What follows belongs to an exercise in optimizing a design on an open flow for small area and a short achievable clock period; a production flow would make more cautious choices. Only simulation tests tie the RTL to the original design; equivalence was not proved. Power figures rest on the tool's default switching activity, not on a simulated workload.

===== design.v =====
module Pipeline_Computer#(parameter WIDTH=32)(
	input clk,
	input reset,
	input [3:0] debug_reg_select,
	output [31:0] debug_reg_out,
	output [31:0] PCFetch,
	input [31:0] Instr,
	output [31:0] DataAdr,
	output [31:0] WriteData,
	output MemWrite,
	input [31:0] ReadData
);
reg  [31:0] PC;
reg  [31:0] InstrD;
reg  [31:0] PCPlus4D;
reg  [31:0] RD1E;           
reg  [31:0] RD2E;           
reg  [31:0] ImmE;           
reg  [3:0]  WA3E;
reg  [1:0]  shtE;
reg  [4:0]  shamtE;
reg         useImmE, useRD2E;
reg         fA_M, fA_W, fA_R, fB_M, fB_W, fB_R;
reg         BranchE, RegWriteE, MemWriteE, MemtoRegE, PCSrcE, FlagWriteE;
reg  [3:0]  CondE;
reg         addE, subE, orrE, movE;
reg  [31:0] ALUOutM, WriteDataM;
reg  [3:0]  WA3M;
reg         PCSrcM, RegWriteM, MemWriteM, MemtoRegM;
reg  [31:0] ResultW;
reg  [3:0]  WA3W;
reg         PCSrcW, RegWriteW;
reg         Zf, Zc;
wire [31:0] PCPlus4F = PC + 32'd4;
assign PCFetch = PC;
wire [1:0] OpD    = InstrD[27:26];
wire [5:0] FunctD = InstrD[25:20];
wire [3:0] cmdD   = InstrD[24:21];
wire [3:0] RnD    = InstrD[19:16];
wire [3:0] RdD    = InstrD[15:12];
wire [3:0] RmD    = InstrD[3:0];
wire op00 = (OpD == 2'b00);
wire op01 = (OpD == 2'b01);
wire op10 = (OpD == 2'b10);
wire cADD = (cmdD == 4'b0100);
wire cSUB = (cmdD == 4'b0010);
wire cAND = (cmdD == 4'b0000);
wire cORR = (cmdD == 4'b1100);
wire cMOV = (cmdD == 4'b1101);
wire cCMP = (cmdD == 4'b1010);
wire cBX  = (cmdD == 4'b1001);
wire RegWriteD  = (op00 & (cADD | cSUB | cAND | cORR | cMOV)) | (op01 & FunctD[0]) | (op10 & FunctD[5] & FunctD[4]);
wire FlagWriteD = op00 & (cADD | cSUB | cAND | cORR | cCMP);
wire BranchD    = (op00 & cBX) | op10;
wire MemWriteD  = op01 & ~FunctD[0];
wire MemtoRegD  = op01 & FunctD[0];
wire ALUSrcD    = op01 | op10;
wire addD = op01 | op10 | (op00 & cADD);
wire subD = op00 & (cSUB | cCMP);
wire orrD = op00 & cORR;
wire movD = op00 & (cMOV | cBX);
wire RegSrc0 = op10 & FunctD[5];
wire RegSrc1 = (op01 & ~FunctD[0]) | (op10 & FunctD[5] & FunctD[4]);
wire PCSrcD = (RdD == 4'd15) & (FunctD != 6'b001001) & RegWriteD;
wire L = InstrD[24] & InstrD[27] & ~InstrD[26];
wire [3:0] RA1D = RegSrc0 ? 4'd15 : RnD;
wire [3:0] RA2D = RegSrc1 ? RdD : RmD;
wire [7:0]  imm8 = InstrD[7:0];
wire [4:0]  rot  = {InstrD[11:8], 1'b0};
wire [63:0] rotx = {24'd0, imm8, 24'd0, imm8} >> rot;
wire [31:0] rotimm = rotx[31:0];
wire [31:0] ImmD = op01 ? {20'd0, InstrD[11:0]} :
                   op10 ? {{6{InstrD[23]}}, InstrD[23:0], 2'b00} : rotimm;
wire        wen  = RegWriteW | L;
wire [3:0]  wdst = L ? 4'd14 : WA3W;
wire [31:0] wdat = (L ? PCPlus4D : ResultW) & {32{~reset}};
wire [31:0] rf [0:15];
genvar gi;
generate
	for (gi = 0; gi < 15; gi = gi + 1) begin : regs
		reg [31:0] q;
		always @(posedge clk)
			if (reset | (wen & (wdst == gi)))
				q <= wdat;
		assign rf[gi] = q;
	end
endgenerate
assign rf[15] = PCPlus4F;
wire [31:0] RD1 = rf[RA1D];
wire [31:0] RD2 = rf[RA2D];
assign debug_reg_out = rf[debug_reg_select];
wire CondEx;
wire BranchTakenE = BranchE & CondEx;
wire LDRstall   = MemtoRegE & ((RA1D == WA3E) | (RA2D == WA3E));
wire PCWrPending = PCSrcD | PCSrcE | PCSrcM;
wire StallF = LDRstall ^ PCWrPending;
wire StallD = LDRstall;
wire FlushD = PCWrPending ^ PCSrcW ^ BranchTakenE;
wire FlushE = LDRstall ^ BranchTakenE;
wire flE = reset | FlushE;
wire [3:0] nRA1E = flE ? 4'd0 : RA1D;
wire [3:0] nRA2E = flE ? 4'd0 : RA2D;
wire [3:0] nWA3M = reset ? 4'd0 : WA3E;
wire [3:0] nWA3W = reset ? 4'd0 : WA3M;
wire nRWM = ~reset & RegWriteE & CondEx;
wire nRWW = ~reset & RegWriteM;
wire nAM = nRWM & (nRA1E == nWA3M);
wire nAW = ~nAM & nRWW & (nRA1E == nWA3W);
wire nBM = nRWM & (nRA2E == nWA3M);
wire nBW = ~nBM & nRWW & (nRA2E == nWA3W);
assign CondEx = (CondE == 4'd0)  ? Zc  :
                (CondE == 4'd1)  ? ~Zc :
                (CondE == 4'd12) ? ~Zc :
                (CondE == 4'd13) ? Zc  :
                (CondE == 4'd3) | (CondE == 4'd5) | (CondE == 4'd7) | (CondE == 4'd9) |
                (CondE == 4'd10) | (CondE == 4'd14);
wire [31:0] SrcA = ({32{fA_M}} & ALUOutM) | ({32{fA_W}} & ResultW) | ({32{fA_R}} & RD1E);
wire [31:0] SrcB = ({32{fB_M}} & ALUOutM) | ({32{fB_W}} & ResultW) | ({32{fB_R}} & RD2E);
wire [63:0] shr = {(shtE[1] ? (shtE[0] ? SrcB : {32{SrcB[31]}}) : 32'd0), SrcB} >> shamtE;
wire [31:0] shifted = (shtE == 2'b00) ? SrcB << shamtE : shr[31:0];
wire [31:0] opB = useImmE ? ImmE : useRD2E ? RD2E : shifted;
wire [31:0] sum = SrcA + (opB ^ {32{subE}}) + {31'd0, subE};
wire [31:0] ALUResultE = (addE | subE) ? sum :
                         orrE ? (SrcA | opB) :
                         movE ? opB : (SrcA & opB);
wire Z_OUT = ~|ALUResultE;
wire [31:0] PCnext = BranchTakenE ? ALUResultE : (PCSrcW ? ResultW : PCPlus4F);
always @(posedge clk) begin
	if (reset) PC <= 32'd0;
	else if (~StallF) PC <= PCnext;
	if (reset | FlushD) InstrD <= 32'd0;
	else if (~StallD) InstrD <= Instr;
	if (~StallD) PCPlus4D <= PCPlus4F;
	RD1E <= RD1;
	ImmE <= ImmD;
	RD2E   <= flE ? 32'd0 : RD2;
	WA3E   <= flE ? 4'd0 : RdD;
	shtE   <= flE ? 2'd0 : InstrD[6:5];
	shamtE <= flE ? 5'd0 : InstrD[11:7];
	useImmE <= ~reset & (ALUSrcD | (~FlushE & InstrD[25] & ~cBX));
	useRD2E <= ~reset & ~ALUSrcD & ~FlushE & cBX;
	fA_M <= nAM;
	fA_W <= nAW;
	fA_R <= ~flE & ~nAM & ~nAW;
	fB_M <= nBM;
	fB_W <= nBW;
	fB_R <= ~nBM & ~nBW;
	BranchE    <= ~reset & BranchD;
	RegWriteE  <= ~reset & RegWriteD & ~op10 & (FunctD != 6'b000010);
	MemWriteE  <= ~reset & MemWriteD;
	MemtoRegE  <= ~reset & MemtoRegD;
	PCSrcE     <= ~reset & PCSrcD;
	FlagWriteE <= ~reset & FlagWriteD;
	CondE      <= reset ? 4'd0 : InstrD[31:28];
	addE <= ~reset & addD;
	subE <= ~reset & subD;
	orrE <= ~reset & orrD;
	movE <= ~reset & movD;
	if (reset) begin
		Zf <= 1'b0;
		Zc <= 1'b0;
	end else if (FlagWriteE) begin
		Zf <= Z_OUT;
		Zc <= Zf;
	end
	ALUOutM    <= reset ? 32'd0 : ALUResultE;
	WriteDataM <= reset ? 32'd0 : RD2E;
	WA3M       <= nWA3M;
	PCSrcM     <= ~reset & PCSrcE & CondEx;
	RegWriteM  <= nRWM;
	MemWriteM  <= ~reset & MemWriteE & CondEx;
	MemtoRegM  <= ~reset & MemtoRegE;
	ResultW   <= MemtoRegM ? ReadData : ALUOutM;
	WA3W      <= nWA3W;
	PCSrcW    <= ~reset & PCSrcM;
	RegWriteW <= nRWW;
end
assign DataAdr   = ALUOutM;
assign WriteData = WriteDataM;
assign MemWrite  = MemWriteM;
endmodule

===== config.mk =====
export PLATFORM = sky130hd
export DESIGN_NAME = Pipeline_Computer
export DESIGN_NICKNAME = Pipeline_Computer
export VERILOG_FILES = /design/flow/design.v
export SDC_FILE = /design/flow/constraint.sdc
export NUM_CORES = 4
export LEC_CHECK = 0
export CAP_MARGIN = 20
export CORE_MARGIN = 2
export CORE_UTILIZATION = 40
export PLACE_DENSITY = 0.6
export SLEW_MARGIN = 20

===== constraint.sdc =====
create_clock -name core_clock -period 10.0 [get_ports {clk}]
set_input_delay 2.0000 -clock core_clock [delete_from_list [all_inputs] [get_ports {clk}]]
set_output_delay 2.0000 -clock core_clock [all_outputs]
set_load 0.01 [all_outputs]

===== run.sh =====
#!/bin/bash
# synth_recipe.tcl (not shown) runs the flow's synth.tcl, then flattens the netlist and writes it again
# the make line also repeats each setting of config.mk as NAME=value (left out here)
make -C /OpenROAD-flow-scripts/flow DESIGN_CONFIG=/design/flow/config.mk WORK_HOME=/design/flow/orfs CLKGATE_MAP_FILE= SYNTH_SCRIPT=/design/flow/synth_recipe.tcl finish

==> results of run 1 <==
==> per-layer routing <==
layer / wire length [um] / vias up / global-route usage, % / share of wire (%)
li1: - / 18880 / - / -
met3: 36910 / 1379 / 15.01 / 14
met5: 61 / - / 0 / 0.024
met4: 24310 / 10 / 30.18 / 9.4
met2: 107900 / 4601 / 61.46 / 42
met1: 89060 / 22710 / 49.95 / 34
==> layout make-up <==
class                           count  area, um^2  share of cell area, %
Antenna cell                        3       7.507                0.01377
Clock buffer                      126        2615                  4.795
Clock inverter                     49       603.1                  1.106
Inverter                           57       214.0                 0.3923
Multi-Input combinational cell   3428       24010                  44.03
Sequential cell                   817       21500                  39.42
Tap cell                         1524        1907                  3.496
Timing Repair Buffer              421        3682                  6.752
==> cell usage after synthesis, types with 10 or more instances <==
master / n / share of area (%)
a31oi_1: 37 / 0.49
xnor2_1: 54 / 1.0
a21oi_1: 282 / 3.0
a22o_1: 67 / 1.3
dfxtp_1: 305 / 13
buf_2: 35 / 0.37
edfxtp_1: 512 / 33
nor2b_1: 59 / 0.79
xor2_1: 33 / 0.62
and3_1: 38 / 0.51
nor3_1: 49 / 0.52
mux4_1: 11 / 0.62
o21bai_1: 10 / 0.16
inv_1: 53 / 0.42
ha_1: 34 / 0.91
o21a_1: 15 / 0.24
nand2_1: 350 / 2.8
nand4_1: 109 / 1.5
buf_1: 41 / 0.33
o22a_1: 24 / 0.45
o221ai_1: 15 / 0.28
a22oi_1: 473 / 7.6
o22ai_1: 45 / 0.60
or3_1: 15 / 0.20
nand2b_1: 52 / 0.69
mux2i_1: 130 / 2.8
o211a_1: 10 / 0.21
o211ai_1: 60 / 0.96
a221o_1: 13 / 0.28
or2_2: 11 / 0.15
a222oi_1: 110 / 2.4
o31ai_1: 11 / 0.18
o2111ai_1: 15 / 0.28
and2_1: 33 / 0.44
mux4_2: 53 / 2.5
mux2_2: 75 / 1.8
nor4_1: 13 / 0.17
clkbuf_1: 323 / 2.6
a221oi_1: 81 / 1.5
a32oi_1: 10 / 0.19
o21ai_0: 165 / 1.8
a21o_1: 35 / 0.56
nor2_1: 435 / 3.5
nand3_1: 149 / 1.6
a211oi_1: 86 / 1.4
==> power groups by stage <==
stage / Clock, W / Sequential, W / Combinational [W]
finish: 0.00363 / 0.00419 / 0.00218
global placement: 0 / 0.00424 / 0.00205
detailed placement: 0 / 0.00423 / 0.00205
floorplan: 0 / 0.00406 / 0.00117
CTS: 0.00365 / 0.00416 / 0.00206
global route: 0.00378 / 0.00420 / 0.00223
==> worst max-delay path: stages <==
cell	delay, ns
clkdlybuf4s50_1	0.63
nand2b_1	0.41
nor3_2	0.98
buf_4	0.59
a222oi_1	0.20
nand3_1	0.15
a211oi_1	0.06
nor2_1	0.36
clkdlybuf4s50_1	0.62
==> how the worst max path moves through the flow <==
stage / from / to / slack (ns) / depth (start not counted)
final: debug_reg_select[2] / debug_reg_out[20] / 1.97 / 9
after global routing: debug_reg_select[3] / debug_reg_out[13] / 2.09 / 9
after CTS: debug_reg_select[2] / debug_reg_out[20] / 2.28 / 9
after detailed placement: debug_reg_select[2] / debug_reg_out[26] / 2.30 / 9
after global placement: debug_reg_select[2] / debug_reg_out[20] / 2.39 / 9
after floorplan: shamtE[0] / Zf / 4.15 / 24
==> kinds of logic (layout without fill, tap and decap cells) <==
kind of cell / after synthesis / in the layout / synth area share [%]
adder cells (fa/ha/maj): 35 / 35 / 0.9511
multiplexers: 270 / 270 / 7.777
other: 0 / 3 / 0
buffers and inverters: 470 / 653 / 4.024
flip-flops: 817 / 817 / 45.87
AND/OR/NAND/NOR: 1351 / 1351 / 13.48
XOR/XNOR: 87 / 87 / 1.627
AO/OA/AOI/OAI: 1685 / 1685 / 26.27
==> flip-flops by register name (all words and copies together) (netlist names), 5 cells and up <==
register    count
ResultW        32
WriteDataM     32
ImmE           32
regs.q        480
RD2E           32
PCPlus4D       32
shamtE          5
ALUOutM        32
PC             32
RD1E           32
InstrD         32
==> per-stage QoR <==
stage | setup WS, ns | util, % | instances | cell area (um^2)
6_report | 1.967 | 46.93 | 6425 | 54540
5_1_grt | 2.091 | 46.93 | 6423 | 54530
4_1_cts | 2.283 | 46.87 | 6420 | 54460
3_5_place_dp | 2.304 | 44.10 | 6245 | 51250
3_3_place_gp | 2.392 | 44.09 | 6245 | 51230
2_1_floorplan | 4.148 | - | 4715 | 46830
==> impl_results.md, run 1 <==
- Status: finished clean
- Hold Path Depth: 1
- Clock Root Buffer: clkbuf_16
- Synth Register Bits: 817
- Switching part of the total power: 32.91%
- Skew final: 0.02141 ns
- Commonest non-fill, non-tap cells in the layout: 512 x edfxtp_1, 472 x a22oi_1, 398 x nor2_1, 347 x nand2_1, 294 x dfxtp_1
- Power consumption: 0.01000 W
- R2R Path End: Zf
- CTS tree: yes
- Minimum clock period: 8.033 ns
- Total GRT Usage: 41.59%
- Layout cells sized above 1: 13.09%
- Cts hold-fix bufs: 0
- Core area: 0.1162 mm^2
- Hold EP: CondE[3]
- Wire per inst: 40.20 um
- Syn Inst Count: 4,715
- Antenna violations before repair: 18
- Register share of total power: 41.9%
- P per Cell Area: 183.4 mW/mm^2
- Number of synthesized flops with an enable pin: 512
- Die extent in y: 346.2 um
- Slew Limit Fails: 0
- Row cnt: 125
- HP Start: InstrD[31]
- DR iter-0 viols: 10,160
- Width of the die: 346.2 um
- Synth Warn #: 1
- Setup bufs post-CTS: 0
- Start of the worst register-to-register path: shamtE[0]
- Logic pwr share: 21.8%
- Detail Route Antenna Nets: 0
- P&R area growth vs syn: 16.45%
- Cell Int Power: 0.006712 W
- IO Pins: 199
- Top fanout value on the critical path: 20
- Drt via density: 7.406
- RSZ-0062 raised after global routing: no
- Maximum vdd drop: 0.1296 mV
- Critical Path AT: 6.03 ns
- DR DRC count: 0
- Register area share after synthesis: 45.87%
- 1st-pass router iterations: 10
- Clock Latency Late Sink: 0.71 ns
- CP Capture Type: output port
- Avg Cell Area, Syn: 9.932 um^2
- Hold crit path type: reg2reg
- Largest net degree at the start of global routing: 77
- Clock tree buffer depth: 3
- Clock transition at the registers of the reported paths: 0.06 ns
- Post-CTS sizing: 0
- CTS Sinks: 817
- Worst Setup Path Type: in2out
- Clock power frac: 36.3%
- Final setup vio count: 0
- Final Cycle Share: 80.33%
- H-tree level count: 3
- Ys flop type: edfxtp_1
- Initial core utilization: 40.30%
- Nets@finish: 4,923
- Synthesized area: 0.04683 mm^2
- First-pass GRT wire length: 355.4 mm
- Asr flop ratio synth: 0%
- Max Cap Viol: 0
- Cells on worst reg2reg path: 21
- Via count: 47,580
- Worst-margin pin slew: 1.291 ns
- Slew margin rel.: 13.30%
- Syn nets: 4,820
- Maximum clock rate: 124.5 MHz
- Global route overflow: 0
- Dpl hpwl: 168.9 mm
- Final GP Congestion: 1.088
- Total CTS buffers: 93
- Number of global-route vias before repair: 44,780
- Fin Hold WS: 0.4649 ns
- Die area: 0.1198 mm^2
- Drt total wl: 258.3 mm
- R2R Setup Slk: 2.57 ns
- Pleak: 19.55 nW
- Final hold vios: 0
- # fillers: 10,810
- Critical path launch point type: primary input
- TNS Setup: 0 ns
- Commonest non-fill, non-tap cell in the layout: edfxtp_1
- P_sw: 0.003292 W
- Critical Path RT: 8.00 ns
- Yosys cell types: 106
- Port buffer count: 198
==> inputs of run 2 (changes only) <==
--- a/design.v
+++ b/design.v
@@ -20,5 +20,5 @@
 reg  [1:0]  shtE;
 reg  [4:0]  shamtE;
-reg         useImmE, useRD2E;
+reg         useImmE, useRD2E, ALUSrcE;
 reg         fA_M, fA_W, fA_R, fB_M, fB_W, fB_R;
 reg         BranchE, RegWriteE, MemWriteE, MemtoRegE, PCSrcE, FlagWriteE;
@@ -124,6 +124,14 @@
                          orrE ? (SrcA | opB) :
                          movE ? opB : (SrcA & opB);
-wire Z_OUT = ~|ALUResultE;
-wire [31:0] PCnext = BranchTakenE ? ALUResultE : (PCSrcW ? ResultW : PCPlus4F);
+wire [31:0] zX = SrcA;
+wire [31:0] zY = opB ^ {32{subE}};
+wire [31:0] zP = zX ^ zY;
+wire [31:0] zK = zX | zY;
+wire zArith = &(zP ~^ {zK[30:0], subE});
+wire zLogic = ~|(orrE ? (SrcA | opB) : movE ? opB : (SrcA & opB));
+wire Z_OUT = (addE | subE) ? zArith : zLogic;
+wire [31:0] BranchSum = SrcA + ImmE;
+wire [31:0] BranchTarget = ALUSrcE ? BranchSum : (useRD2E ? RD2E : SrcB);
+wire [31:0] PCnext = BranchTakenE ? BranchTarget : (PCSrcW ? ResultW : PCPlus4F);
 always @(posedge clk) begin
 	if (reset) PC <= 32'd0;
@@ -140,4 +148,5 @@
 	useImmE <= ~reset & (ALUSrcD | (~FlushE & InstrD[25] & ~cBX));
 	useRD2E <= ~reset & ~ALUSrcD & ~FlushE & cBX;
+	ALUSrcE <= ~reset & ALUSrcD;
 	fA_M <= nAM;
 	fA_W <= nAW;
==> flow/run.sh (new file) <==
#!/bin/bash
# Own layout flow: the standard flow (standard.sh) with two changes:
#  - synthesis maps with flow/abc_speed.script instead of ORFS's abc_speed.script
#    (everything else in synthesis is the standard script, so registers keep
#    their standard names and cells);
#  - the port buffers that global placement inserts are buf_2 cells.
set -euo pipefail
W=$PWD
PORTBUF="BUFFER_PORTS_ARGS=-buffer_cell sky130_fd_sc_hd__buf_2"

# ORFS scripts with only the ABC mapping script replaced, used for synthesis only
rm -rf "$W/synth_scripts"
cp -r "$FLOW_HOME/scripts" "$W/synth_scripts"
cp "$W/flow/abc_speed.script" "$W/synth_scripts/abc_speed.script"

bash standard.sh "SCRIPTS_DIR=$W/synth_scripts" "$PORTBUF" synth > "$W/synth.log" 2>&1
bash standard.sh "$PORTBUF" > "$W/layout.log" 2>&1
test -f "$W/out/final.def"
==> flow/abc_speed.script (new file) <==
&get -n
&st
&dch
&nf
&put
buffer -c
topo
stime -c
upsize -c
dnsize -c
==> standard.sh (new file) <==
#!/bin/bash
# synth_recipe.tcl (not shown) runs the flow's synth.tcl, then flattens the netlist and writes it again
# the make line also repeats each setting of config.mk as NAME=value (left out here)
make -C /OpenROAD-flow-scripts/flow DESIGN_CONFIG=/design/flow/config.mk WORK_HOME=/design/flow/orfs CLKGATE_MAP_FILE= SYNTH_SCRIPT=/design/flow/synth_recipe.tcl "${@:-finish}"
--- a/config.mk
+++ b/config.mk
@@ -8,5 +8,6 @@
 export CAP_MARGIN = 20
 export CORE_MARGIN = 2
-export CORE_UTILIZATION = 40
-export PLACE_DENSITY = 0.6
+export CORE_UTILIZATION = 60
+export PLACE_DENSITY = 0.7
+export SETUP_SLACK_MARGIN = 4.5
 export SLEW_MARGIN = 20
removed: run.sh
==> impl_results.md, run 2 <==
- Top cells by count, synth: 512 x edfxtp_1, 452 x nor2_1, 428 x nand2_1
- Slew margin rel.: 12.22%
- Multi-input logic area: 0.02494 mm^2
- Dpl hpwl: 142.6 mm
- Wire per inst: 38.20 um
- Via count: 48,110
- Drt total wl: 227.2 mm
- Cells on worst reg2reg path: 18
- Final Cycle Share: 58.99%
- Yosys cell types: 80
- Register with the most flip-flops: regs.q
- DR DRC count: 0
- WP depth: 12
- Asr flop ratio synth: 0%
- Commonest non-fill, non-tap cells in the layout: 512 x edfxtp_1, 421 x nand2_1, 407 x nor2_1, 325 x a21oi_1, 312 x a222oi_1
- Syn Inst Count: 4,633
- RSZ-0062 raised after global routing: yes
- Maximum clock rate: 169.5 MHz
- Max Cap Viol: 0
- Minimum clock period: 5.899 ns
- Final hold vios: 0
- Initial core utilization: 60.61%
- Bufs and invs on worst path: 6
- Commonest non-fill, non-tap cell in the layout: edfxtp_1
- Global route overflow: 0
- Antenna violations before repair: 15
- Largest net degree at the start of global routing: 93
- IO Pins: 199
- Critical Path RT: 8.00 ns
- Final GP Congestion: 1.105
- TNS Setup: 0 ns
- Maximum vdd drop: 0.2176 mV
- Total GRT Usage: 53.89%
- Worst Setup Path Type: in2out
- R2R Path End: Zf
- First-pass GRT wire length: 314.2 mm
- Status: finished clean
- Total CTS buffers: 87
- # fillers: 5,488
- 1st-pass router iterations: 22
- Core area: 0.07747 mm^2
- Detail Route Antenna Nets: 0
- Avg Cell Area, Syn: 10.13 um^2
- Final setup vio count: 0
- Area share of the largest cell type after synthesis: 32.75%
- CTS Sinks: 818
- Nets@finish: 4,996
- Worst-margin pin slew: 1.303 ns
- Critical path launch point type: primary input
- Number of global-route vias before repair: 44,840
- Clock tree buffer depth: 3
- Die extent in y: 283.7 um
- Row cnt: 102
- Slew Limit Fails: 0
- Number of synthesized flops with an enable pin: 512
- Most frequent cell after synthesis: edfxtp_1
- Clock Latency Late Sink: 0.71 ns
- Register area: 0.02155 mm^2
- Pleak: 20.94 nW
- Largest stage delay, worst path: 0.38 ns
- Syn nets: 4,801
- CP Capture Type: output port
- P per Cell Area: 183.9 mW/mm^2
- Drt via density: 8.087
- Clock Root Buffer: clkbuf_16
- H-tree level count: 3
- Start of the worst register-to-register path: fB_M
- CP max-delay cell: a211o_1
- Worst Setup EP: debug_reg_out[2]
- Layout cells sized above 1: 22.34%
- Width of the die: 283.7 um
- Clock transition at the registers of the reported paths: 0.06 ns
- P&R area growth vs syn: 17.45%
- Die area: 0.08051 mm^2
- Port buffer count: 198
- Max reg flops: 480
- Worst setup startpoint: debug_reg_select[1]
- Synthesized area: 0.04695 mm^2
- Crit-path cells: buf_12 > nand2b_4 > buf_4 > buf_6 > nor2_4 > buf_12 > clkbuf_16 > a22o_1 > a221oi_2 > nand3_1 > a211o_1 > buf_6
- R2R Setup Slk: 4.18 ns
- Synth Warn #: 1
- Critical Path AT: 3.90 ns
- Register area share after synthesis: 45.79%
- Leading area contributor after synthesis: edfxtp_1
- Hold crit path type: reg2reg
- Ys flop type: edfxtp_1
- Top fanout value on the critical path: 6
- Synth Register Bits: 818
- Core Util, Final: 71.18%
- Main area contributors after synthesis: edfxtp_1 33%, dfxtp_1 13%, a222oi_1 6.7%
- Cell family with most CP delay: buffers and inverters
- Cts hold-fix bufs: 0
- Skew final: 0.05711 ns
- CTS tree: yes
- DR iter-0 viols: 13,690
run 2: cell types whose count changed in the layout (fill, tap and decap cells not counted), moves of 68 or more:
| cell | before | now |
|---|---|---|
| mux4_2 | 53 | 121 |
| nand3_1 | 149 | 60 |
| a22oi_1 | 472 | 203 |
| nand2_1 | 347 | 421 |
| a222oi_1 | 110 | 312 |
| buf_2 | 0 | 186 |
| clkdlybuf4s50_1 | 197 | 0 |
run 2: area by class of cell:
class,instances,area share (%)
inverters,105,0.7896
flip-flops and latches,818,39.09
repair buffers,503,7.159
multi-input cells,3313,45.22
clock buffers,112,4.248
well taps,1040,2.360
clock inverters,50,1.098
diodes,8,0.03630
run 2: how the worst min path moves through the flow:
stage,cells after the start,endpoint,start
2_1_floorplan,1,MemWriteM,MemWriteE
3_3_place_gp,1,MemWriteM,MemWriteE
3_5_place_dp,1,MemWriteM,MemWriteE
4_1_cts,1,PCSrcM,PCSrcE
5_1_grt,1,MemWriteM,MemWriteE
6_report,1,CondE[3],InstrD[31]
run 2: timing repair:
item,in CTS,in global routing
buffers inserted,53,43
setup endpoints to repair,61,49
resized for setup,252,129
pin swaps,117,69
gates cloned,7,6
run 2: cell families after synthesis:
| family | after synthesis | share of synthesized area [%] |
|---|---|---|
| muxes | 270 | 9.151 |
| xor gates and xnor gates | 150 | 2.798 |
| DFF | 818 | 45.79 |
| buffers and inverters | 504 | 4.136 |
| AOI/OAI and AO/OA | 1449 | 22.60 |
| and+or+nand+nor | 1344 | 12.88 |
| adders and majority gates | 98 | 2.644 |
run 2: per-stage QoR:
stage / std cells / setup slack [ns] / power [W] / hold WS [ns] / instance area (um^2)
after floorplan: 4633 / 4.473 / 0.005448 / 0.4057 / 46980
after global placement: 5670 / 2.808 / 0.006420 / 0.4233 / 49610
after detailed placement: 5670 / 2.831 / 0.006421 / 0.4292 / 49610
after CTS: 5892 / 4.307 / 0.009810 / 0.4606 / 54150
after global routing: 5942 / 4.074 / 0.01029 / 0.4811 / 55130
final: 5949 / 4.101 / 0.01014 / 0.4618 / 55140
run 2: power by group:
group / internal [W] / leakage (nW) / switching [W] / total [W]
registers: 0.00390 / 7.86 / 0.000381 / 0.00428
clock network: 0.00189 / 1.42 / 0.00149 / 0.00338
logic: 0.000876 / 11.7 / 0.00161 / 0.00248
run 2: metal layers:
layer / vias to the layer above / global-route usage, % / share of wire [%]
met3: 1795 / 25.28 / 18
met5: - / 0.6548 / 0.029
li1: 18700 / - / -
met2: 5451 / 74.98 / 39
met4: 10 / 43.64 / 12
met1: 22160 / 63.41 / 31
==> inputs of run 3 (changes only) <==
==> flow/abc_speed.script (replaced) <==
&get -n
&st
&dch
&nf -R 1000
&put
buffer -c
topo
stime -c
upsize -c
dnsize -c
--- a/config.mk
+++ b/config.mk
@@ -8,6 +8,6 @@
 export CAP_MARGIN = 20
 export CORE_MARGIN = 2
-export CORE_UTILIZATION = 60
-export PLACE_DENSITY = 0.7
+export CORE_UTILIZATION = 45
+export PLACE_DENSITY = 0.55
 export SETUP_SLACK_MARGIN = 4.5
 export SLEW_MARGIN = 20
==> impl_results.md, run 3 <==
- CTS Sinks: 818
- Final hold vios: 0
- Main area contributors after synthesis: edfxtp_1 33%, dfxtp_1 13%, a222oi_1 6.7%
- Hold crit path type: reg2reg
- Width of the die: 323.8 um
- Post-Place Cells: 6,244
- Minimum clock period: 5.973 ns
- Global route overflow: 0
- Antenna violations before repair: 17
- Status: finished clean
- Pleak: 21.51 nW
- Detail Route Antenna Nets: 0
- Top cells by count, synth: 544 x nor2_1, 512 x edfxtp_1, 487 x nand2_1
- Clock transition at the registers of the reported paths: 0.06 ns
- Clock tree buffer depth: 3
- Total CTS buffers: 94
- Fin Hold WS: 0.4619 ns
- Wire per inst: 36.10 um
- Die extent in y: 323.8 um
- DR DRC count: 0
- Leading area contributor after synthesis: edfxtp_1
- Dpl hpwl: 147.4 mm
- # fillers: 9,189
- Clock power frac: 35.0%
- IO Pins: 199
- Cell Count, Final, Fillers Out: 6,629
- R2R Path End: ALUOutM[30]
- Core area: 0.1016 mm^2
- Top fanout value on the critical path: 8
- Via count: 47,490
- TNS Setup: 0 ns
- H-tree level count: 3
- P&R area growth vs syn: 23.16%
- Syn Inst Count: 4,899
- Register area: 0.02157 mm^2
- Synth Warn #: 1
- Row cnt: 117
- P_sw: 0.003627 W
- Port buffer count: 198
- Register with the most flip-flops: regs.q
- Maximum clock rate: 167.4 MHz
- Maximum vdd drop: 0.1394 mV
- R2R Setup Slk: 4.21 ns
- Drt via density: 7.163
- 1st-pass router iterations: 14
- Cts hold-fix bufs: 0
- Skew final: 0.03041 ns
- First-pass GRT wire length: 327.1 mm
- Max Cap Viol: 0
- Total GRT Usage: 43.90%
- Area share of the largest cell type after synthesis: 33.41%
- Nets@finish: 5,344
- Slew margin rel.: 25.61%
- Largest net degree at the start of global routing: 88
- CP Capture Type: output port
- Commonest non-fill, non-tap cell in the layout: edfxtp_1
- CTS tree: yes
- Drt total wl: 239.3 mm
- Most frequent cell after synthesis: nor2_1
- Avg Cell Area, Syn: 9.394 um^2
- Clock Root Buffer: clkbuf_16
- Worst Setup Path Type: in2out
- Worst Setup EP: debug_reg_out[15]
- Yosys cell types: 82
- Critical Path AT: 3.97 ns
- Die area: 0.1048 mm^2
- RSZ-0062 raised after global routing: yes
- Max reg flops: 480
- Logic pwr share: 24.8%
- Final Cycle Share: 59.73%
- Start of the worst register-to-register path: fB_R
- Syn nets: 5,067
- Register area share after synthesis: 46.72%
- Worst setup startpoint: debug_reg_select[0]
- Critical Path RT: 8.00 ns
- Initial core utilization: 45.30%
- Synthesized area: 0.04602 mm^2
- Ys flop type: edfxtp_1
- Slew Limit Fails: 0
- Cell Int Power: 0.007041 W
- Commonest non-fill, non-tap cells in the layout: 512 x edfxtp_1, 482 x nor2_1, 468 x nand2_1, 405 x a21oi_1, 309 x a222oi_1
- Clock Latency Late Sink: 0.71 ns
- DR iter-0 viols: 10,380
- P per Cell Area: 188.2 mW/mm^2
- Layout cells sized above 1: 23.13%
- Switching part of the total power: 34.00%
- Number of global-route vias before repair: 44,160
- Cells on worst reg2reg path: 35
- Power consumption: 0.01067 W
- Number of synthesized flops with an enable pin: 512
- Worst-margin pin slew: 1.106 ns
- Final setup vio count: 0
- Synth Register Bits: 818
- Register share of total power: 40.2%
- Multi-input logic area: 0.02482 mm^2
- Asr flop ratio synth: 0%
- Final GP Congestion: 1.027
- Critical path launch point type: primary input
==> run 3: cell types whose count changed in the layout (fill, tap and decap cells not counted), moves of 20 or more <==
cell     previous run  this run
nand2_1           421       468
o21ai_2             5        25
a21oi_2            31        60
buf_4             241       283
o21ai_0           152       221
nor2_1            407       482
a21oi_1           325       405
mux4_2            121         0
nor2_4             15        46
o21ai_1             9        42
==> run 3: how the worst min path moves through the flow <==
| stage | to | depth (start not counted) | from |
|---|---|---|---|
| after floorplan | MemWriteM | 1 | MemWriteE |
| after global placement | CondE[3] | 1 | InstrD[31] |
| after detailed placement | PCSrcM | 1 | PCSrcE |
| after CTS | CondE[3] | 1 | InstrD[31] |
| after global routing | CondE[3] | 1 | InstrD[31] |
| final | CondE[3] | 1 | InstrD[31] |
==> run 3: what timing repair did <==
item	4_1_cts	5_1_grt
setup endpoints to repair	56	56
gates resized for setup	365	232
buffers inserted	137	46
cloned	15	6
pin swaps	181	124
==> run 3: cell type report <==
type,count,share of cell area (%)
diodes,4,0.01766
well taps,1368,3.020
flip-flops and latches,818,38.05
clock inverters,66,1.428
repair buffers,574,8.593
inverters,99,0.6600
multi-input cells,3589,43.79
clock buffers,111,4.446
==> run 3: routing by layer <==
layer | global-route usage, % | up-vias | part of all wire [%]
li1 | - | 19490 | -
met2 | 63.85 | 4091 | 42
met5 | 0 | - | 0.020
met3 | 13.11 | 1061 | 14
met1 | 55.36 | 22830 | 36
met4 | 31.85 | 8 | 8.6
==> run 3: power by group through the flow <==
stage / logic, W / clock network [W] / registers [W]
floorplan: 0.00129 / 0 / 0.00413
global placement: 0.00214 / 0 / 0.00432
detailed placement: 0.00213 / 0 / 0.00432
CTS: 0.00236 / 0.00374 / 0.00425
global route: 0.00274 / 0.00388 / 0.00429
finish: 0.00265 / 0.00373 / 0.00429
==> run 3: per-stage QoR <==
step | utilization, % | setup WS (ns) | instance area, um^2
2_1_floorplan | - | 4.483 | 46060
3_3_place_gp | 48.29 | 3.211 | 49060
3_5_place_dp | 48.30 | 3.173 | 49070
4_1_cts | 54.44 | 4.223 | 55310
5_1_grt | 55.79 | 4.027 | 56680
6_report | 55.79 | 4.027 | 56680
==> run 3: critical path, stage by stage <==
cell and delay (ns):
buf_8 0.13, nand2b_4 0.19, nor3_4 0.33, clkbuf_16 0.25, buf_4 0.18, a222oi_1 0.12, nand4_1 0.19, nor3_4 0.06
a21oi_4 0.34, buf_6 0.16
==> run 3: cell families (layout without fill, tap and decap cells) <==
kind of cell               count (synthesis)  after routing  synth area share, %
xor gates and xnor gates                 145            145                2.759
AOI/OAI and AO/OA                       1676           1676                25.42
and+or+nand+nor                         1506           1509                14.55
adders and majority gates                 98             98                2.697
buffers and inverters                    495            850                4.170
muxes                                    161            161                3.692
other                                      0              4                    0
DFF                                      818            818                46.72
==> inputs of run 4 (changes only) <==
--- a/config.mk
+++ b/config.mk
@@ -8,6 +8,7 @@
 export CAP_MARGIN = 20
 export CORE_MARGIN = 2
-export CORE_UTILIZATION = 45
-export PLACE_DENSITY = 0.55
+export CORE_UTILIZATION = 52
+export PLACE_DENSITY = 0.65
 export SETUP_SLACK_MARGIN = 4.5
 export SLEW_MARGIN = 20
+export TNS_END_PERCENT = 5
==> impl_results.md, run 4 <==
- Status: finished clean
- Layout cells sized above 1: 18.55%
- Mux share of post-synthesis cell area: 3.692%
- Largest family of logic cells by synthesized area: compound AO/OA/AOI/OAI gates
- Row cnt: 109
- Largest net degree at the start of global routing: 81
- Number of global-route vias before repair: 43,910
- Critical path launch point type: primary input
- Worst-margin pin slew: 1.372 ns
- Commonest non-fill, non-tap cell in the layout: edfxtp_1
- Critical Path RT: 8.00 ns
- Wire per inst: 36.05 um
- RSZ-0062 raised after global routing: yes
- Simple-gate area share of the yosys netlist: 14.55%
- Synth Area in Compound Gates: 25.42%
- Nets@finish: 5,276
- Synth Register Bits: 818
- IO Pins: 199
- Pleak: 20.83 nW
- Main area contributors after synthesis: edfxtp_1 33%, dfxtp_1 13%, a222oi_1 6.7%
- Leading area contributor after synthesis: edfxtp_1
- CTS tree: yes
- Antenna violations before repair: 8
- Skew final: 0.05664 ns
- Ys flop type: edfxtp_1
- Number of synthesized flops with an enable pin: 512
- Final hold vios: 0
- Clock tree buffer depth: 3
- Clock Root Buffer: clkbuf_16
- Register with the most flip-flops: regs.q
- DR DRC count: 0
- Width of the die: 301.5 um
- Max Cap Viol: 0
- CP Capture Type: output port
- Dpl hpwl: 144.0 mm
- Synth Area in Adders: 2.697%
- Drt total wl: 228.6 mm
- Critical Path AT: 4.00 ns
- Most frequent cell after synthesis: nor2_1
- Die area: 0.09090 mm^2
- First-pass GRT wire length: 314.7 mm
- Slew Limit Fails: 0
- Core area: 0.08810 mm^2
- Fin Hold WS: 0.4494 ns
- P per Cell Area: 188.2 mW/mm^2
- Area share of the largest cell type after synthesis: 33.41%
- Synth Warn #: 1
- Top fanout value on the critical path: 43
- P&R area growth vs syn: 17.69%
- Synthesized area: 0.04602 mm^2
- Register area share after synthesis: 46.72%
- Max reg flops: 480
- Hold crit path type: reg2reg
- Slew margin rel.: 8.451%
- Via count: 47,220
- Worst Setup Path Type: in2out
- TNS Setup: 0 ns
- Port buffer count: 198
- Total GRT Usage: 48.38%
- Syn nets: 5,067
- Final setup vio count: 0
- Total CTS buffers: 88
- Global route overflow: 0
- Cts hold-fix bufs: 0
- Drt via density: 7.446
- Asr flop ratio synth: 0%
- Minimum clock period: 6.000 ns
- R2R Setup Slk: 4.13 ns
- Maximum clock rate: 166.7 MHz
- DR iter-0 viols: 11,060
- H-tree level count: 3
- Final GP Congestion: 1.087
- Clock Latency Late Sink: 0.72 ns
- Avg Cell Area, Syn: 9.394 um^2
- Initial core utilization: 52.24%
- 1st-pass router iterations: 19
- Xor and xnor area share after synthesis: 2.759%
- Maximum vdd drop: 0.1627 mV
- Clock transition at the registers of the reported paths: 0.06 ns
- Final Cycle Share: 60.00%
- Detail Route Antenna Nets: 0
- Die extent in y: 301.5 um
- Commonest non-fill, non-tap cells in the layout: 512 x edfxtp_1, 494 x nor2_1, 481 x nand2_1, 443 x a21oi_1, 309 x a222oi_1
- Top cells by count, synth: 544 x nor2_1, 512 x edfxtp_1, 487 x nand2_1
- Yosys cell types: 82
- Syn Inst Count: 4,899
- CTS Sinks: 818
==> run 4: repair_timing <==
action	4_1_cts	5_1_grt
pin swaps	77	40
resized for setup	206	73
endpoints found under the hold margin	0	0
setup buffers	105	22
setup endpoints to repair	57	65
gates cloned	10	3
==> run 4: area by class of cell <==
class / count / area [um^2]
well taps: 1165 / 1458
clock inverters: 37 / 446.7
fillers: 7491 / 33940
multi-input cells: 3588 / 23760
flip-flops and latches: 818 / 21540
diodes: 2 / 5.005
repair buffers: 513 / 4013
clock buffers: 120 / 2570
inverters: 99 / 371.6
==> run 4: worst max-delay path, stage by stage <==
cell and delay (ns):
buf_12 0.11, buf_4 0.14, or4_2 0.70, buf_12 0.25, nand3_1 0.23, a21oi_1 0.06, nor2_1 0.27, buf_2 0.20
==> run 4: path summary, 6_finish.rpt <==
| path | depth (start not counted) | to | startpoint |
|---|---|---|---|
| worst max-delay path | 8 | debug_reg_out[29] | debug_reg_select[3] |
| worst min-delay path | 1 | MemWriteM | MemWriteE |
| worst max register to register | 39 | Zf | fB_M |
| worst min register to register | 1 | MemWriteM | MemWriteE |
==> run 4: metal layers <==
layer	GRT usage (%)	up-vias	share of wire, %
met1	60.30	22150	35
li1	-	19320	-
met3	15.24	1273	15
met4	35.90	4	9.7
met2	70.33	4472	41
met5	0	-	0.014
==> run 4: metrics by stage <==
stage	area, um^2	std cells	setup slack [ns]	power, W	utilization [%]
after floorplan	46050	4899	4.479	0.005419	-
after global placement	48700	6042	2.958	0.006437	55.27
after detailed placement	48700	6043	2.957	0.006428	55.28
after CTS	53660	6315	4.245	0.009954	60.91
after global routing	54160	6340	3.906	0.01039	61.47
final	54160	6342	4.000	0.01019	61.48
==> run 4: power by group <==
part | total (W) | internal (W) | leakage (nW) | switching, W
clock | 0.00345 | 0.00199 | 1.49 | 0.00146
sequential | 0.00426 | 0.00390 | 7.86 | 0.000362
combinational | 0.00248 | 0.000827 | 11.5 | 0.00165
total | 0.0102 | 0.00672 | 20.8 | 0.00347
==> run 4: cells by family after synthesis <==
group           count (synthesis)
compound gates               1676
xor+xnor                      145
fa+ha+maj                      98
buf+inv                       495
flops                         818
mux                           161
simple gates                 1506
==> inputs of run 5 (changes only) <==
--- a/design.v
+++ b/design.v
@@ -131,6 +131,5 @@
 wire zLogic = ~|(orrE ? (SrcA | opB) : movE ? opB : (SrcA & opB));
 wire Z_OUT = (addE | subE) ? zArith : zLogic;
-wire [31:0] BranchSum = SrcA + ImmE;
-wire [31:0] BranchTarget = ALUSrcE ? BranchSum : (useRD2E ? RD2E : SrcB);
+wire [31:0] BranchTarget = ALUSrcE ? sum : opB;
 wire [31:0] PCnext = BranchTakenE ? BranchTarget : (PCSrcW ? ResultW : PCPlus4F);
 always @(posedge clk) begin
==> impl_results.md, run 5 <==
- Status: finished clean
- DR WL met2: 90.28 mm
- Hold crit path type: reg2reg
- Pleak: 19.74 nW
- Clock transition at the registers of the reported paths: 0.06 ns
- Largest net degree at the start of global routing: 95
- Main area contributors after synthesis: edfxtp_1 35%, dfxtp_1 14%, a222oi_1 7.0%
- Worst setup startpoint: fB_M
- Final Cycle Share: 61.15%
- Total CTS buffers: 89
- P&R area growth vs syn: 17.71%
- Detail Route Antenna Nets: 0
- Top Metal Used: met5
- Maximum vdd drop: 0.1697 mV
- Clock tree buffer depth: 3
- CTS Sinks: 818
- H-tree level count: 3
- Commonest non-fill, non-tap cells in the layout: 512 x edfxtp_1, 467 x nand2_1, 454 x nor2_1, 419 x a21oi_1, 311 x a222oi_1
- IO Pins: 199
- Syn Inst Count: 4,679
- DR DRC count: 0
- Global route overflow: 0
- Synth Warn #: 1
- Drt total wl: 218.3 mm
- Top cells by count, synth: 512 x edfxtp_1, 506 x nor2_1, 480 x nand2_1
- Start of the worst register-to-register path: fB_M
- Initial core utilization: 52.23%
- Setup ws final: 3.885 ns
- Port buffer count: 198
- Final hold vios: 0
- Cells on worst reg2reg path: 22
- Row cnt: 107
- Width of the die: 296.0 um
- Cell Count, Final, Fillers Out: 6,076
- Max Cap Viol: 0
- Number of global-route vias before repair: 40,890
- Avg Cell Area, Syn: 9.475 um^2
- Yosys cell types: 71
- Synthesized area: 0.04433 mm^2
- Slew margin rel.: 22.56%
- Leading area contributor after synthesis: edfxtp_1
- Power consumption: 0.01009 W
- Worst-margin pin slew: 1.155 ns
- Skew final: 0.02546 ns
- HP Start: PCSrcE
- Final GP Congestion: 1.073
- Die extent in y: 296.0 um
- CP Capture Type: register
- Clock Root Buffer: clkbuf_16
- Critical Path AT: 6.68 ns
- Post-Place Cells: 5,797
- Final setup vio count: 0
- Dpl hpwl: 142.1 mm
- Via count: 44,780
- P per Cell Area: 193.4 mW/mm^2
- Register area share after synthesis: 48.50%
- Fin Hold WS: 0.4606 ns
- Routed met1 length: 74.32 mm
- # fillers: 7,306
- 1st-pass router iterations: 15
- Total GRT Usage: 48.03%
- Critical path launch point type: register
- Syn nets: 4,815
- Hold Path Depth: 1
- Antenna violations before repair: 12
- Synth Register Bits: 818
- TNS Setup: 0 ns
- Wire per inst: 35.93 um
- RSZ-0062 raised after global routing: yes
- CTS tree: yes
- Clock Latency Late Sink: 0.67 ns
- Layout cells sized above 1: 19.35%
- Max reg flops: 480
- Ys flop type: edfxtp_1
- Drt via density: 7.370
- Most frequent cell after synthesis: edfxtp_1
- Die area: 0.08760 mm^2
- Commonest non-fill, non-tap cell in the layout: edfxtp_1
- Register with the most flip-flops: regs.q
- Number of synthesized flops with an enable pin: 512
- Critical Path RT: 10.57 ns
- First-pass GRT wire length: 299.1 mm
- Nets@finish: 4,988
- Dpl ws: 2.535 ns
- Asr flop ratio synth: 0%
- Worst Setup Path Type: reg2reg
- Metal3 WL: 33.72 mm
- Minimum clock period: 6.115 ns
- Maximum clock rate: 163.5 MHz
- Core area: 0.08488 mm^2
- Top fanout value on the critical path: 8
- Area share of the largest cell type after synthesis: 34.68%
- DR iter-0 viols: 10,710
- Slew Limit Fails: 0
-- run 5: changes by cell type after synthesis, sizes merged, moves of 12 or more --
cell,previous run,this run
nor2b,65,48
inv,94,109
buf,79,63
o21ai,301,271
nand4,106,118
mux2,64,52
xor2,75,32
nor3,109,87
xnor2,70,96
nor2,545,506
ha,96,65
-- run 5: timing repair --
item | CTS | global route
endpoints found under the hold margin | 0 | 0
endpoints found under the setup margin | 83 | 75
resized for setup | 219 | 85
gates cloned | 4 | 1
hold buffers | 0 | 0
pin swaps | 94 | 40
buffers inserted | 87 | 16
-- run 5: path summary, 6_finish.rpt --
path | slack, ns | to
setup reg to reg | 3.89 | Zf
hold / removal | 0.46 | PCSrcM
setup / recovery | 3.89 | Zf
hold reg to reg | 0.46 | PCSrcM
-- run 5: where the power goes --
part           internal, W  switching [W]
Clock              0.00204        0.00145
Combinational     0.000774        0.00159
Sequential         0.00389       0.000348
-- run 5: cell families after synthesis --
kind of cell             after synthesis  share of synthesized area [%]
AND/OR/NAND/NOR                     1417                          14.24
XOR/XNOR                             128                          2.529
buffers and inverters                501                          4.282
flip-flops                           818                          48.50
adder cells (fa/ha/maj)               66                          1.880
AO/OA/AOI/OAI                       1609                          25.26
multiplexers                         140                          3.308
-- run 5: per-stage QoR --
step	instance area [um^2]	util [%]
2_1_floorplan	44380	-
3_3_place_gp	47060	55.44
3_5_place_dp	47080	55.47
4_1_cts	51710	60.93
5_1_grt	52170	61.47
6_report	52180	61.48
-- run 5: layout make-up --
| class | instances | area (um^2) | share of cell area, % |
|---|---|---|---|
| Tap cell | 1144 | 1431 | 2.743 |
| Antenna cell | 6 | 15.01 | 0.02877 |
| Clock buffer | 123 | 2490 | 4.772 |
| Sequential cell | 818 | 21560 | 41.31 |
| Clock inverter | 42 | 553.0 | 1.060 |
| Inverter | 111 | 427.9 | 0.8200 |
| Timing Repair Buffer | 472 | 3346 | 6.412 |
| Multi-Input combinational cell | 3360 | 22360 | 42.85 |
-- run 5: layer usage --
layer / GRT usage (%) / vias to the layer above
li1: - / 18390
met1: 60.09 / 21070
met2: 69.16 / 4231
met3: 16.14 / 1080
met4: 35.06 / 12
met5: 0.3326 / -
-- run 5: worst max-delay path, cell delays in order (launching register included) --
cell and delay [ns]:
dfxtp_4 0.42, buf_6 0.15, nand2_1 0.10, nand2_4 0.14, o21ai_4 0.09, buf_4 0.17, a31oi_2 0.19, mux2i_2 0.13
buf_4 0.15, mux2i_1 0.20, nor2_1 0.07, a21oi_1 0.18, a21oi_1 0.17, o22ai_1 0.52, o21ai_0 0.21, a2bb2oi_2 0.57
xnor2_1 0.19, ha_1 0.57, a221oi_1 0.37, nand4_1 0.48, nor4_1 0.40, o211ai_1 0.22, a311oi_1 0.32
==> inputs of run 6 (changes only) <==
==> flow/abc_speed.script (replaced) <==
&get -n
&st
&dch
&nf
&put
buffer -c
topo
stime -c
upsize -c
dnsize -c
==> impl_results.md, run 6 <==
- Cell Count, Final, Fillers Out: 5,897
- Critical Path AT: 4.01 ns
- Clock Latency Late Sink: 0.68 ns
- RSZ-0062 raised after global routing: yes
- Final instance area: 0.05361 mm^2
- Slew Limit Fails: 0
- Max reg flops: 480
- Dpl hpwl: 130.2 mm
- Area share of the largest cell type after synthesis: 33.88%
- Pleak: 19.88 nW
- Asr flop ratio synth: 0%
- Die area: 0.08963 mm^2
- Core Util, Final: 61.89%
- Switching part of the total power: 33.60%
- Final setup vio count: 0
- Ys flop type: edfxtp_1
- Final Cycle Share: 60.11%
- DR DRC count: 0
- Logic pwr share: 23.8%
- Top fanout value on the critical path: 32
- Syn nets: 4,589
- Main area contributors after synthesis: edfxtp_1 34%, dfxtp_1 14%, a222oi_1 7.0%
- Hold crit path type: reg2reg
- Number of synthesized flops with an enable pin: 512
- Wire per inst: 35.63 um
- Dpl cell area: 0.04833 mm^2
- Die extent in y: 299.4 um
- Total GRT Usage: 44.84%
- Detail Route Antenna Nets: 0
- Clock power frac: 33.4%
- Slew margin rel.: 17.51%
- Antenna violations before repair: 11
- TNS Setup: 0 ns
- IO Pins: 199
- Yosys cell types: 78
- Maximum vdd drop: 0.1630 mV
- Critical path launch point type: primary input
- Post-Place Cells: 5,621
- Synthesized area: 0.04537 mm^2
- Port buffer count: 198
- Worst-margin pin slew: 1.231 ns
- Drt via density: 7.569
- Total CTS buffers: 88
- Final GP Congestion: 1.068
- Synth Register Bits: 818
- Cell Int Power: 0.006545 W
- DR iter-0 viols: 11,060
- Maximum clock rate: 166.4 MHz
- Global route overflow: 0
- CTS tree: yes
- 1st-pass router iterations: 15
- Clock transition at the registers of the reported paths: 0.06 ns
- Clock Root Buffer: clkbuf_16
- Final hold vios: 0
- Core area: 0.08662 mm^2
- Nets@finish: 4,797
- Commonest non-fill, non-tap cell in the layout: edfxtp_1
- Row cnt: 108
- Initial core utilization: 52.38%
- Via count: 44,640
- P&R area growth vs syn: 18.15%
- H-tree level count: 3
- Leading area contributor after synthesis: edfxtp_1
- Drt total wl: 210.1 mm
- Most frequent cell after synthesis: edfxtp_1
- Layout cells sized above 1: 21.91%
- Top cells by count, synth: 512 x edfxtp_1, 431 x nand2_1, 421 x nor2_1
- Register with the most flip-flops: regs.q
- Clock tree buffer depth: 3
- Width of the die: 299.4 um
- First-pass GRT wire length: 291.2 mm
- Cts hold-fix bufs: 0
- Avg Cell Area, Syn: 10.19 um^2
- CP Capture Type: output port
- Status: finished clean
- Dpl ws: 3.251 ns
- Commonest non-fill, non-tap cells in the layout: 512 x edfxtp_1, 416 x nand2_1, 380 x nor2_1, 318 x a222oi_1, 299 x a21oi_1
- Minimum clock period: 6.011 ns
- Largest net degree at the start of global routing: 101
- P per Cell Area: 183.9 mW/mm^2
- Number of global-route vias before repair: 40,610
- R2R Setup Slk: 4.01 ns
- Skew final: 0.04470 ns
- Register area share after synthesis: 47.39%
- Worst Setup Path Type: in2out
- P_sw: 0.003312 W
- Register share of total power: 42.8%
- Critical Path RT: 8.00 ns
- Synth Warn #: 1
- Max Cap Viol: 0
- Syn Inst Count: 4,453
- Setup ws final: 3.989 ns
- CTS Sinks: 818
run 6: per-stage QoR:
stage          total power, W  hold slack, ns
2_1_floorplan        0.005329          0.4057
3_3_place_gp         0.006255          0.4107
3_5_place_dp         0.006257          0.4113
4_1_cts              0.009565          0.4594
5_1_grt               0.01005          0.4789
6_report             0.009857          0.4582
run 6: kinds of logic after synthesis:
group	synth area share, %
XOR/XNOR	2.567
adder cells (fa/ha/maj)	1.837
multiplexers	8.948
AO/OA/AOI/OAI	22.16
flip-flops	47.39
buffers and inverters	4.120
AND/OR/NAND/NOR	12.98
run 6: final timing paths:
check | startpoint | endpoint | cells after the start
hold / removal | MemWriteE | MemWriteM | 1
hold reg to reg | MemWriteE | MemWriteM | 1
setup / recovery | debug_reg_select[2] | debug_reg_out[27] | 10
setup reg to reg | fB_M | PC[22] | 29
run 6: critical path: stages:
cell and delay (ns):
buf_4 0.16, nand2b_4 0.20, nor3_2 0.23, buf_12 0.31, a222oi_1 0.15, and4_1 0.22
nand3_1 0.10, a21oi_2 0.07, nor2_1 0.31, buf_2 0.20
run 6: timing repair:
item	4_1_cts	5_1_grt
pin swaps	37	42
resized for setup	184	102
endpoints found under the setup margin	84	75
buffers inserted	44	45
gates cloned	7	8
run 6: power groups by stage:
stage                     clock [W]  sequential [W]  combinational, W
after floorplan                   0         0.00410           0.00122
final                       0.00329         0.00422           0.00235
after global placement            0         0.00425           0.00200
after CTS                   0.00328         0.00418           0.00211
after global routing        0.00342         0.00422           0.00241
after detailed placement          0         0.00425           0.00200
run 6: layout make-up:
type | count | area [um^2]
timing repair buffer | 495 | 3816
inverter | 106 | 405.4
multi-input combinational | 3152 | 23520
clock buffer | 101 | 2271
fill | 7099 | 33010
sequential | 818 | 21540
clock inverter | 61 | 590.6
antenna | 9 | 22.52
tap | 1155 | 1445
run 6: routing by layer:
layer | up-vias | part of all wire [%] | global-route usage (%)
li1 | 17930 | - | -
met5 | - | 0.040 | 0
met3 | 1219 | 16 | 15.55
met1 | 20870 | 33 | 55.49
met2 | 4603 | 42 | 65.23
met4 | 12 | 9.2 | 32.48
==> inputs of run 7 (changes only) <==
==> flow/abc_speed.script (replaced) <==
&get -n
&st
&dch
&nf -R 1000
&put
buffer -c
topo
stime -c
upsize -c
dnsize -c
--- a/config.mk
+++ b/config.mk
@@ -8,6 +8,6 @@
 export CAP_MARGIN = 20
 export CORE_MARGIN = 2
-export CORE_UTILIZATION = 52
-export PLACE_DENSITY = 0.65
+export CORE_UTILIZATION = 56
+export PLACE_DENSITY = 0.68
 export SETUP_SLACK_MARGIN = 4.5
 export SLEW_MARGIN = 20
==> impl_results.md, run 7 <==
- HP Start: PCSrcE
- Critical Path RT: 10.56 ns
- CP Capture Type: register
- Top fanout value on the critical path: 13
- Synthesized area: 0.04433 mm^2
- Die extent in y: 285.4 um
- Status: finished clean
- Cts hold-fix bufs: 0
- Final GP Congestion: 1.086
- Width of the die: 285.4 um
- Critical path launch point type: register
- Start of the worst register-to-register path: fB_M
- Final hold vios: 0
- Post-Place Cells: 5,706
- Clock tree buffer depth: 3
- Die area: 0.08143 mm^2
- Total CTS buffers: 87
- Maximum clock rate: 159.6 MHz
- Commonest non-fill, non-tap cell in the layout: edfxtp_1
- Register area share after synthesis: 48.50%
- Worst Setup EP: Zf
- Fin Hold WS: 0.4616 ns
- Worst setup startpoint: fB_M
- Core Util, Final: 65.78%
- Main area contributors after synthesis: edfxtp_1 35%, dfxtp_1 14%, a222oi_1 7.0%
- Max Cap Viol: 0
- Maximum vdd drop: 0.1516 mV
- Synth Register Bits: 818
- Largest net degree at the start of global routing: 103
- Antenna violations before repair: 17
- Port buffer count: 198
- Nets@finish: 4,991
- Clock transition at the registers of the reported paths: 0.07 ns
- First-pass GRT wire length: 295.7 mm
- Yosys cell types: 71
- Commonest non-fill, non-tap cells in the layout: 512 x edfxtp_1, 468 x nand2_1, 457 x nor2_1, 432 x a21oi_1, 311 x a222oi_1
- Clock Latency Late Sink: 0.70 ns
- TNS Setup: 0 ns
- Register with the most flip-flops: regs.q
- RSZ-0062 raised after global routing: yes
- Worst-margin pin slew: 1.320 ns
- # fillers: 6,427
- Hold crit path type: reg2reg
- CTS tree: yes
- Final Cycle Share: 62.67%
- Avg Cell Area, Syn: 9.475 um^2
- Number of synthesized flops with an enable pin: 512
- Total GRT Usage: 50.31%
- Power consumption: 0.009922 W
- DR iter-0 viols: 11,180
- Critical Path AT: 6.83 ns
- R2R Path End: Zf
- Cells on worst reg2reg path: 24
- H-tree level count: 3
- Minimum clock period: 6.267 ns
- Syn Inst Count: 4,679
- Syn nets: 4,815
- Layout cells sized above 1: 18.48%
- Drt via density: 7.534
- Most frequent cell after synthesis: edfxtp_1
- Area share of the largest cell type after synthesis: 34.68%
- Max reg flops: 480
- Worst Setup Path Type: reg2reg
- P&R area growth vs syn: 16.84%
- P per Cell Area: 191.6 mW/mm^2
- Drt total wl: 213.1 mm
- R2R Setup Slk: 3.73 ns
- IO Pins: 199
- Slew Limit Fails: 0
- Core area: 0.07874 mm^2
- Skew final: 0.05658 ns
- CTS Sinks: 818
- Detail Route Antenna Nets: 0
- Initial core utilization: 56.30%
- Global route overflow: 0
- Asr flop ratio synth: 0%
- Dpl hpwl: 134.8 mm
- Ys flop type: edfxtp_1
- Leading area contributor after synthesis: edfxtp_1
- Pleak: 19.68 nW
- 1st-pass router iterations: 15
- Synth Warn #: 1
- Cell Count, Final, Fillers Out: 5,988
- Wire per inst: 35.59 um
- Final setup vio count: 0
- Slew margin rel.: 11.63%
- DR DRC count: 0
- Via count: 45,110
- Number of global-route vias before repair: 41,630
- Top cells by count, synth: 512 x edfxtp_1, 506 x nor2_1, 480 x nand2_1
- Row cnt: 103
- Clock Root Buffer: clkbuf_16
-- run 7: changes by cell type after synthesis, sizes merged, moves of 36 or more --
cell	delta
mux2i	-36
nand2	+52
nor2	+85
o21ai	+89
a21oi	+150
mux4	-98
-- run 7: cell type report --
type                            count  area [um^2]  share of cell area, %
Multi-Input combinational cell   3360        22140                  42.75
Clock inverter                     38        515.5                 0.9952
Antenna cell                        9        22.52                0.04348
Timing Repair inverter              1        5.005               0.009662
Clock buffer                      125         2451                  4.732
Inverter                          111        429.2                 0.8285
Tap cell                         1050         1314                  2.536
Timing Repair Buffer              476         3376                  6.517
Sequential cell                   818        21540                  41.59
-- run 7: metal layers --
layer	routed length (um)	part of all wire, %	track usage (%)	vias to the layer above
li1	-	-	-	18420
met3	34480	16	18.52	1275
met2	86600	41	71.54	4459
met5	52	0.024	0	-
met4	21260	10	38.10	8
met1	70730	33	62.26	20960
-- run 7: metrics by stage --
step	cell area (um^2)	worst slack [ns]
floorplan	44380	4.450
global placement	46870	2.563
detailed placement	46900	2.498
CTS	51060	3.979
global route	51780	3.605
finish	51800	3.733
-- run 7: how the worst min path moves through the flow --
| stage | end | slack [ns] | cells past startpoint |
|---|---|---|---|
| 6_report | PCSrcM | 0.46 | 1 |
| 3_5_place_dp | PCSrcM | 0.45 | 1 |
| 3_3_place_gp | PCSrcM | 0.44 | 1 |
| 2_1_floorplan | MemWriteM | 0.41 | 1 |
| 5_1_grt | PCSrcM | 0.48 | 1 |
| 4_1_cts | PCSrcM | 0.46 | 1 |
-- run 7: kinds of logic after synthesis --
logic type / synth area share (%)
compound gates: 25.26
simple gates: 14.24
flops: 48.50
buf+inv: 4.282
mux: 3.308
xor+xnor: 2.529
fa+ha+maj: 1.880
-- run 7: critical path, stage by stage, from the launching register on --
cell and delay [ns]:
dfxtp_4 0.38, buf_12 0.13, clkbuf_16 0.16, nand2_1 0.11
nand2_4 0.09, o21ai_4 0.23, buf_4 0.24, a21oi_1 0.08
mux2_2 0.31, mux2i_1 0.20, nor2_1 0.06, a21oi_1 0.31
nand2_1 0.10, o21ai_0 0.14, a21oi_1 0.12, o21ai_1 0.42
a2bb2oi_2 0.25, xnor2_1 0.20, ha_1 0.43, xnor2_1 0.20
nor4_1 0.29, nand4_1 0.39, nor4_1 0.38, o211ai_1 0.50
a311oi_1 0.42
-- run 7: where the power goes --
group / leakage (nW) / internal [W] / switching [W]
clock: 1.44 / 0.00193 / 0.00145
sequential: 7.86 / 0.00389 / 0.000337
combinational: 10.4 / 0.000768 / 0.00155
total: 19.7 / 0.00659 / 0.00333
-- run 7: repair_timing --
action / in CTS / in global routing
buffers inserted: 73 / 31
endpoints found under the hold margin: 0 / 0
resized for setup: 146 / 105
pin swaps: 60 / 54
cloned: 4 / 1
endpoints found under the setup margin: 81 / 79

==> afterwards: timing with drivers on the ports <==
The flow's constraints put no driver on any port. The routed layouts listed below were extracted and timed again, unchanged, in two steps. Step 1 (the two cells are an assumption about what drives the block):
set clk [get_ports {clk}]
set_driving_cell -lib_cell sky130_fd_sc_hd__clkbuf_16 $clk
set_driving_cell -lib_cell sky130_fd_sc_hd__buf_2 [delete_from_list [all_inputs] $clk]
Step 2 adds t to the input delays and takes it off the output delays; t is the mean of the earliest and latest rising clock arrival at the registers after step 1. Input paths then give back, and output paths get back, about the clock's delay inside the block. a / b / c = ideal / step 1 / step 2; a / b = the first two.
| run | shift t [ns] | slack for setup (ns) | hold slack, ns | pins driven straight from the clock port |
|---|---|---|---|---|
| run 1 | 0.782 | 1.967 / 1.907 / 1.907 | 0.465 / 0.465 / 0.465 | 1 |
| run 2 | 0.758 | 4.101 / 3.975 / 3.975 | 0.462 / 0.462 / 0.462 | 1 |
| run 3 | 0.768 | 4.027 / 3.989 / 3.989 | 0.462 / 0.462 / 0.462 | 1 |
| run 4 | 0.764 | 4.000 / 3.951 / 3.951 | 0.449 / 0.449 / 0.449 | 1 |
| run 5 | 0.733 | 3.885 / 3.832 / 3.883 | 0.461 / 0.461 / 0.461 | 1 |
| run 6 | 0.727 | 3.989 / 3.966 / 3.966 | 0.458 / 0.458 / 0.458 | 1 |
| run 7 | 0.741 | 3.733 / 3.733 / 3.733 | 0.462 / 0.462 / 0.462 | 1 |
After both steps every run listed still meets setup and hold. The setup slack of run 2, which loses most, moves by -0.126 ns with the drivers and by -0.126 ns with both steps.
